This design comes from an exercise in tuning for small area on the open sky130 flow, not from production work. At most, simulation tests tie the RTL to the original design; equivalence was not proved. No activity file was given, so power comes from the tool's default toggle rates.

==> trial 53 <==
==> flow/design.v (excerpt) <==
module DE2_115_Project_Top (
    input  wire        CLOCK_50,
    input  wire        RST,       
    input  wire [3:0]  KEY,       
    input  wire [17:0] SW,
    output wire [7:0]  LCD_DATA,
    output wire        LCD_RS,
    output wire        LCD_RW,
    output wire        LCD_EN,
    output wire        LCD_ON,
    output wire        LCD_BLON
);
==> module serial_cpu, before the edit <==
module serial_cpu (
    input  wire       clk,
    input  wire       rst,
    input  wire       start,
    input  wire       clr,
    input  wire [2:0] op,
    input  wire [3:0] rd,
    input  wire [3:0] ra,
    input  wire [6:0] im,
    input  wire [4:0] cp,
    input  wire       digit_wr,
    output reg        sign_q,
    output reg  [3:0] cntd,
    output wire [7:0] tp,         
    input  wire       tp_clr      
);
    localparam [2:0] OP_LOAD = 3'd0, OP_ADD = 3'd1, OP_ADDI = 3'd2, OP_SUB = 3'd3,
                     OP_SUBI = 3'd4, OP_MUL = 3'd5, OP_CLEAR = 3'd6, OP_DPL = 3'd7;
    localparam [3:0] ES_WAIT = 4'd0, ES_LAST = 4'd6, ES_WB = 4'd7, ES_ABS = 4'd8,
                     ES_SUB = 4'd9, ES_REST = 4'd10, ES_DONE = 4'd11;
    reg  [3:0]   ph;          
    reg  [3:0]   tr;          
    reg  [255:0] rf;
    reg  [15:0]  sc;
    reg          dly, cy;
    reg  [3:0]   es;
    assign tp = {tr, ph};
    wire ph0  = (ph == 4'd0);
    wire ph15 = (ph == 4'd15);
    wire addsub = (op == OP_ADD) || (op == OP_SUB);
    wire [3:0] need = (es == ES_WB || op == OP_DPL) ? rd : (es == ES_LAST && addsub) ? im[6:3] : ra;
    wire run  = es[3] || (tr == need);
    wire port = rf[0];
    wire imbit = (ph[3:1] == 3'd0) ? im[ph[0]] :
                 (ph[3:1] == 3'd1) ? im[{2'b01, ph[0]}] :
                 (ph[3:1] == 3'd2) ? im[{2'b10, ph[0]}] : 1'b0;
    reg [15:0] kval;
    always @(*) begin
        if (cp[4:2] == 3'b111)
            case (cp[1:0])
                2'd0: kval = 16'd1000;
                2'd1: kval = 16'd100;
                2'd2: kval = 16'd10;
                default: kval = 16'd1;
            endcase
        else
            kval = 16'd10000;
    end
    wire kbit = kval[ph];
    reg mulbit;
    always @(*) begin
        case (es[2:0])
            3'd1: mulbit = im[5];
            3'd2: mulbit = im[4];
            3'd3: mulbit = im[3];
            3'd4: mulbit = im[2];
            3'd5: mulbit = im[1];
            default: mulbit = im[0];
        endcase
    end
    reg a_in, b_in, sub;
    always @(*) begin
        a_in = sc[0]; b_in = 1'b0; sub = 1'b0;
        if (!run) begin
            a_in = sc[0];
        end else if (es != ES_WAIT && es <= ES_LAST) begin
            if (op == OP_MUL) begin
                a_in = (es == 4'd1) ? 1'b0 : (dly & ~ph0);
                b_in = mulbit & port;
                sub  = im[6];
            end else if (es != ES_LAST) begin
                a_in = 1'b0;
                b_in = (op == OP_LOAD) ? 1'b0 : port;
            end else begin
                a_in = sc[0];
                case (op)
                    OP_LOAD, OP_ADDI: begin b_in = imbit; sub = im[6];  end
                    OP_SUBI:          begin b_in = imbit; sub = ~im[6]; end
                    OP_ADD:           begin b_in = port;  sub = 1'b0;   end
                    OP_SUB:           begin b_in = port;  sub = 1'b1;   end
                    default:          begin b_in = 1'b0;  sub = 1'b0;   end
                endcase
            end
        end else if (es == ES_ABS) begin
            a_in = 1'b0; b_in = sc[0]; sub = sign_q;
        end else if (es == ES_SUB) begin
            b_in = kbit; sub = 1'b1;
        end else if (es == ES_REST) begin
            b_in = kbit;
        end
    end
    wire bx   = b_in ^ sub;
    wire cin  = ph0 ? sub : cy;
    wire sum  = a_in ^ bx ^ cin;
    wire cout = (a_in & bx) | (a_in & cin) | (bx & cin);
    wire wr = run && (es == ES_WB);
    always @(posedge clk) begin
        rf  <= {clr ? 1'b0 : wr ? sc[0] : rf[0], rf[255:1]};
        {tr, ph} <= {tr, ph} + 8'd1;
        sc  <= {sum, sc[15:1]};
        dly <= sc[0];
        cy  <= cout;
        if (ph15) begin
            case (es)
                ES_WAIT, ES_ABS, ES_REST: es <= es + 4'd1;
                ES_SUB: if (cout) cntd <= cntd + 4'd1; else es <= ES_REST;
                ES_DONE: if (cntd == 4'd15) begin es <= ES_SUB; cntd <= 4'd0; end
                default: if (run) es <= es + 4'd1;
            endcase
            if (es == ES_LAST && run) sign_q <= sum;
        end
        if (digit_wr) cntd <= 4'd15;
        if (start) begin
            es <= ES_WAIT;
            cntd <= 4'd0;
        end
        if (tp_clr) {tr, ph} <= 8'd0;
        if (rst) begin
            {tr, ph} <= 8'd0;
            es <= ES_DONE;
            cntd <= 4'd0;
        end
    end
endmodule
export LEC_CHECK = 0
export CAP_MARGIN = 20
export CORE_MARGIN = 2
export CORE_UTILIZATION = 60
export CTS_BUF_LIST = sky130_fd_sc_hd__clkbuf_8
export CTS_CLUSTER_DIAMETER = 50
export CTS_CLUSTER_SIZE = 17
export SLEW_MARGIN = 20
create_clock -name core_clock -period 20.0 [get_ports {CLOCK_50}]
standard.sh (not shown) runs the stock make flow with config.mk's settings and CLKGATE_MAP_FILE= SYNTH_SCRIPT=/design/flow/synth_recipe.tcl, a recipe that flattens the netlist after the stock synthesis.
==> flow/flow/run.sh <==
#!/bin/bash
# Own layout flow: the standard flow, except that the combinational logic
# of the standard synthesis is re-mapped for area (registers untouched), the
# ports are buffered with the smallest buffer, and the clock tree uses
# clkbuf_8 clusters of at most 17 sinks without dummy loads.
# Each tool's output goes to its own log file here.
set -euo pipefail
R=orfs/results/${FLOW_PLATFORM}/DE2_115_Project_Top/base

# 1. the standard synthesis
bash standard.sh synth > 1_synth_standard.log 2>&1

# 2. re-map the combinational logic for area
cp $R/1_2_yosys.v 1_2_yosys_std.v
yosys -c flow/remap.tcl > 1_remap_yosys.log 2>&1
cp 1_2_yosys_remap.v $R/1_2_yosys.v
rm -f $R/1_synth.odb

# 3. the rest of the standard flow
bash standard.sh finish "BUFFER_PORTS_ARGS=-buffer_cell sky130_fd_sc_hd__buf_1" \
  "CTS_ARGS=-sink_clustering_enable -repair_clock_nets -buf_list sky130_fd_sc_hd__clkbuf_4 -sink_clustering_size 10 -sink_clustering_max_diameter 35 -dont_use_dummy_load" > 2_layout_standard.log 2>&1
==> flow/flow/abc_area.script <==
strash
dc2
resub -K 8
dch -f
map -a
topo
Other scripts of this flow, unchanged in this note and not shown: flow/flow/dont_use.txt, flow/flow/remap.tcl
==> trial 38 (differences from trial 53) <==
--- a/flow/design.v
+++ b/flow/design.v
@@ -11,3 +11,3 @@
     input  wire       digit_wr,
-    output reg        sign_q,
+    output wire       sign_q,
     output reg  [3:0] cntd,
@@ -18,4 +18,4 @@
                      OP_SUBI = 3'd4, OP_MUL = 3'd5, OP_CLEAR = 3'd6, OP_DPL = 3'd7;
-    localparam [3:0] ES_WAIT = 4'd0, ES_LAST = 4'd6, ES_WB = 4'd7, ES_ABS = 4'd8,
-                     ES_SUB = 4'd9, ES_REST = 4'd10, ES_DONE = 4'd11;
+    localparam [3:0] ES_WAIT = 4'd0, ES_LAST = 4'd6;
+    localparam [1:0] SP_WB = 2'd0, SP_SUB = 2'd1, SP_REST = 2'd2, SP_DONE = 2'd3;
     reg  [3:0]   ph;          
@@ -27,9 +27,13 @@
     assign tp = {tr, ph};
+    assign sign_q = es[2];
     wire ph0  = (ph == 4'd0);
     wire ph15 = (ph == 4'd15);
+    wire post = es[3];                        
+    wire [1:0] step = es[1:0];
+    wire wbp  = post && step == SP_WB;
     wire addsub = (op == OP_ADD) || (op == OP_SUB);
-    wire [3:0] need = (es == ES_WB || op == OP_DPL) ? rd : (es == ES_LAST && addsub) ? im[6:3] : ra;
-    wire run  = es[3] || (tr == need);
+    wire [3:0] need = (post || op == OP_DPL) ? rd : (es == ES_LAST && addsub) ? im[6:3] : ra;
+    wire run  = (post && step != SP_WB) || (tr == need);
     wire port = rf[0];
-    wire imbit = (ph[3:1] == 3'd0) ? im[ph[0]] :
+    wire imbit = (ph[3:1] == 3'd0) ? im[{2'b00, ph[0]}] :
                  (ph[3:1] == 3'd1) ? im[{2'b01, ph[0]}] :
@@ -65,3 +69,3 @@
             a_in = sc[0];
-        end else if (es != ES_WAIT && es <= ES_LAST) begin
+        end else if (!post && es != ES_WAIT) begin
             if (op == OP_MUL) begin
@@ -83,7 +87,7 @@
             end
-        end else if (es == ES_ABS) begin
+        end else if (wbp) begin
             a_in = 1'b0; b_in = sc[0]; sub = sign_q;
-        end else if (es == ES_SUB) begin
+        end else if (post && step == SP_SUB) begin
             b_in = kbit; sub = 1'b1;
-        end else if (es == ES_REST) begin
+        end else if (post && step == SP_REST) begin
             b_in = kbit;
@@ -95,3 +99,3 @@
     wire cout = (a_in & bx) | (a_in & cin) | (bx & cin);
-    wire wr = run && (es == ES_WB);
+    wire wr = run && wbp;
     always @(posedge clk) begin
@@ -103,9 +107,13 @@
         if (ph15) begin
-            case (es)
-                ES_WAIT, ES_ABS, ES_REST: es <= es + 4'd1;
-                ES_SUB: if (cout) cntd <= cntd + 4'd1; else es <= ES_REST;
-                ES_DONE: if (cntd == 4'd15) begin es <= ES_SUB; cntd <= 4'd0; end
-                default: if (run) es <= es + 4'd1;
-            endcase
-            if (es == ES_LAST && run) sign_q <= sum;
+            if (!post) begin
+                if (es == ES_WAIT) es <= 4'd1;
+                else if (run) es <= (es == ES_LAST) ? {2'b10, 2'b00} | {1'b0, sum, 2'b00} : es + 4'd1;
+            end else begin
+                case (step)
+                    SP_WB:   if (run) es[1:0] <= SP_SUB;
+                    SP_SUB:  if (cout) cntd <= cntd + 4'd1; else es[1:0] <= SP_REST;
+                    SP_REST: es[1:0] <= SP_DONE;
+                    default: if (cntd == 4'd15) begin es[1:0] <= SP_SUB; cntd <= 4'd0; end
+                endcase
+            end
         end
@@ -119,3 +127,3 @@
             {tr, ph} <= 8'd0;
-            es <= ES_DONE;
+            es <= {2'b10, SP_DONE};
             cntd <= 4'd0;
--- a/flow/flow/run.sh
+++ b/flow/flow/run.sh
@@ -20,2 +20,2 @@
 bash standard.sh finish "BUFFER_PORTS_ARGS=-buffer_cell sky130_fd_sc_hd__buf_1" \
-  "CTS_ARGS=-sink_clustering_enable -repair_clock_nets -buf_list sky130_fd_sc_hd__clkbuf_4 -sink_clustering_size 10 -sink_clustering_max_diameter 35 -dont_use_dummy_load" > 2_layout_standard.log 2>&1
+  "CTS_ARGS=-sink_clustering_enable -repair_clock_nets -buf_list sky130_fd_sc_hd__clkbuf_8 -sink_clustering_size 17 -sink_clustering_max_diameter 50 -dont_use_dummy_load" > 2_layout_standard.log 2>&1
==> build 89 (differences from trial 53) <==
--- a/flow/design.v
+++ b/flow/design.v
@@ -11,3 +11,3 @@
     input  wire       digit_wr,
-    output reg        sign_q,
+    output wire       sign_q,
     output reg  [3:0] cntd,
@@ -18,4 +18,4 @@
                      OP_SUBI = 3'd4, OP_MUL = 3'd5, OP_CLEAR = 3'd6, OP_DPL = 3'd7;
-    localparam [3:0] ES_WAIT = 4'd0, ES_LAST = 4'd6, ES_WB = 4'd7, ES_ABS = 4'd8,
-                     ES_SUB = 4'd9, ES_REST = 4'd10, ES_DONE = 4'd11;
+    localparam [3:0] ES_WAIT = 4'd0, ES_LAST = 4'd6;
+    localparam [1:0] SP_WB = 2'd0, SP_SUB = 2'd1, SP_REST = 2'd2, SP_DONE = 2'd3;
     reg  [3:0]   ph;          
@@ -27,9 +27,13 @@
     assign tp = {tr, ph};
+    assign sign_q = es[2];
     wire ph0  = (ph == 4'd0);
     wire ph15 = (ph == 4'd15);
+    wire post = es[3];                        
+    wire [1:0] step = es[1:0];
+    wire wbp  = post && step == SP_WB;
     wire addsub = (op == OP_ADD) || (op == OP_SUB);
-    wire [3:0] need = (es == ES_WB || op == OP_DPL) ? rd : (es == ES_LAST && addsub) ? im[6:3] : ra;
-    wire run  = es[3] || (tr == need);
+    wire [3:0] need = (post || op == OP_DPL) ? rd : (es == ES_LAST && addsub) ? im[6:3] : ra;
+    wire run  = (post && step != SP_WB) || (tr == need);
     wire port = rf[0];
-    wire imbit = (ph[3:1] == 3'd0) ? im[ph[0]] :
+    wire imbit = (ph[3:1] == 3'd0) ? im[{2'b00, ph[0]}] :
                  (ph[3:1] == 3'd1) ? im[{2'b01, ph[0]}] :
@@ -65,3 +69,3 @@
             a_in = sc[0];
-        end else if (es != ES_WAIT && es <= ES_LAST) begin
+        end else if (!post && es != ES_WAIT) begin
             if (op == OP_MUL) begin
@@ -83,7 +87,7 @@
             end
-        end else if (es == ES_ABS) begin
+        end else if (wbp) begin
             a_in = 1'b0; b_in = sc[0]; sub = sign_q;
-        end else if (es == ES_SUB) begin
+        end else if (post && step == SP_SUB) begin
             b_in = kbit; sub = 1'b1;
-        end else if (es == ES_REST) begin
+        end else if (post && step == SP_REST) begin
             b_in = kbit;
@@ -95,3 +99,3 @@
     wire cout = (a_in & bx) | (a_in & cin) | (bx & cin);
-    wire wr = run && (es == ES_WB);
+    wire wr = run && wbp;
     always @(posedge clk) begin
@@ -103,9 +107,13 @@
         if (ph15) begin
-            case (es)
-                ES_WAIT, ES_ABS, ES_REST: es <= es + 4'd1;
-                ES_SUB: if (cout) cntd <= cntd + 4'd1; else es <= ES_REST;
-                ES_DONE: if (cntd == 4'd15) begin es <= ES_SUB; cntd <= 4'd0; end
-                default: if (run) es <= es + 4'd1;
-            endcase
-            if (es == ES_LAST && run) sign_q <= sum;
+            if (!post) begin
+                if (es == ES_WAIT) es <= 4'd1;
+                else if (run) es <= (es == ES_LAST) ? {2'b10, 2'b00} | {1'b0, sum, 2'b00} : es + 4'd1;
+            end else begin
+                case (step)
+                    SP_WB:   if (run) es[1:0] <= SP_SUB;
+                    SP_SUB:  if (cout) cntd <= cntd + 4'd1; else es[1:0] <= SP_REST;
+                    SP_REST: es[1:0] <= SP_DONE;
+                    default: if (cntd == 4'd15) begin es[1:0] <= SP_SUB; cntd <= 4'd0; end
+                endcase
+            end
         end
@@ -119,3 +127,3 @@
             {tr, ph} <= 8'd0;
-            es <= ES_DONE;
+            es <= {2'b10, SP_DONE};
             cntd <= 4'd0;
--- a/flow/flow/run.sh
+++ b/flow/flow/run.sh
@@ -20,2 +20,2 @@
 bash standard.sh finish "BUFFER_PORTS_ARGS=-buffer_cell sky130_fd_sc_hd__buf_1" \
-  "CTS_ARGS=-sink_clustering_enable -repair_clock_nets -buf_list sky130_fd_sc_hd__clkbuf_4 -sink_clustering_size 10 -sink_clustering_max_diameter 35 -dont_use_dummy_load" > 2_layout_standard.log 2>&1
+  "CTS_ARGS=-sink_clustering_enable -repair_clock_nets -buf_list sky130_fd_sc_hd__clkbuf_8 -sink_clustering_size 17 -sink_clustering_max_diameter 50 -dont_use_dummy_load" > 2_layout_standard.log 2>&1
==> flow/flow/abc_area.script (replaced) <==
strash
&get -n
&deepsyn -T 30
&put
dch -f
map -a
topo
==> qor summary <==
metric	build 89	trial 53	trial 38
Proportion of cell area occupied by multi-input gates	19.8%	21.9%	22.7%
Number of standard-cell rows in the floorplan	45	46	46
LEAKAGE	3.78 nW	3.87 nW	3.82 nW
Library cell contributing the largest single delay on the critical path	nor2_1	a21oi_1	nor3_1
Result of the run	complete, no violations	complete, no violations	complete, no violations
Endpoint required time on the critical path	20430 ps	20480 ps	20390 ps
Shortest period the worst path allows	7030 ps	6910 ps	6900 ps
Max-Slew Margin vs Limit	34.8%	35.0%	42.6%
TritonCTS Buffers	25	45	27
Overall power after layout	1.14 mW	1.17 mW	1.21 mW
Initial Utilization	61.7%	61.7%	61.5%
Comb pwr share	10.5%	12.3%	14.0%
Cell Area, Synth	0.00945 mm^2	0.00983 mm^2	0.00980 mm^2
No functional check of the RTL was part of trial 53.

-- port drivers added, routing unchanged --
Ports are ideal in the flow. The routed layouts listed here were re-timed in OpenROAD.
Step 1 assumes that a clkbuf_16 drives the clock port and a buf_2 every other input.
Step 2 adds t to the input delays and takes it off the output delays; t is the mean of the earliest and latest rising clock arrival at the registers after step 1. Input paths then give back, and output paths get back, about the clock's delay inside the block.
Slacks: no drivers / after step 1 / after step 2; pairs: no drivers / after step 1.
| run | shift t [ns] | setup WS [ns] | hold WS [ns] | clock arrival spread, ns | cell pins on the clock port's net |
|---|---|---|---|---|---|
| trial 53 | 0.665 | 13.087 / 13.098 / 12.433 | 0.287 / 0.287 / 0.287 | 0.090 / 0.090 | 1 |
| trial 38 | 0.570 | 13.100 / 13.110 / 12.540 | 0.299 / 0.299 / 0.299 | 0.066 / 0.066 | 1 |
| build 89 | 0.560 | 12.965 / 12.979 / 12.419 | 0.310 / 0.310 / 0.310 | 0.079 / 0.080 | 1 |
After both steps setup and hold are still met in every run listed. For trial 53, which loses most, drivers alone change the setup slack by +0.011 ns; drivers and shift together by -0.654 ns.
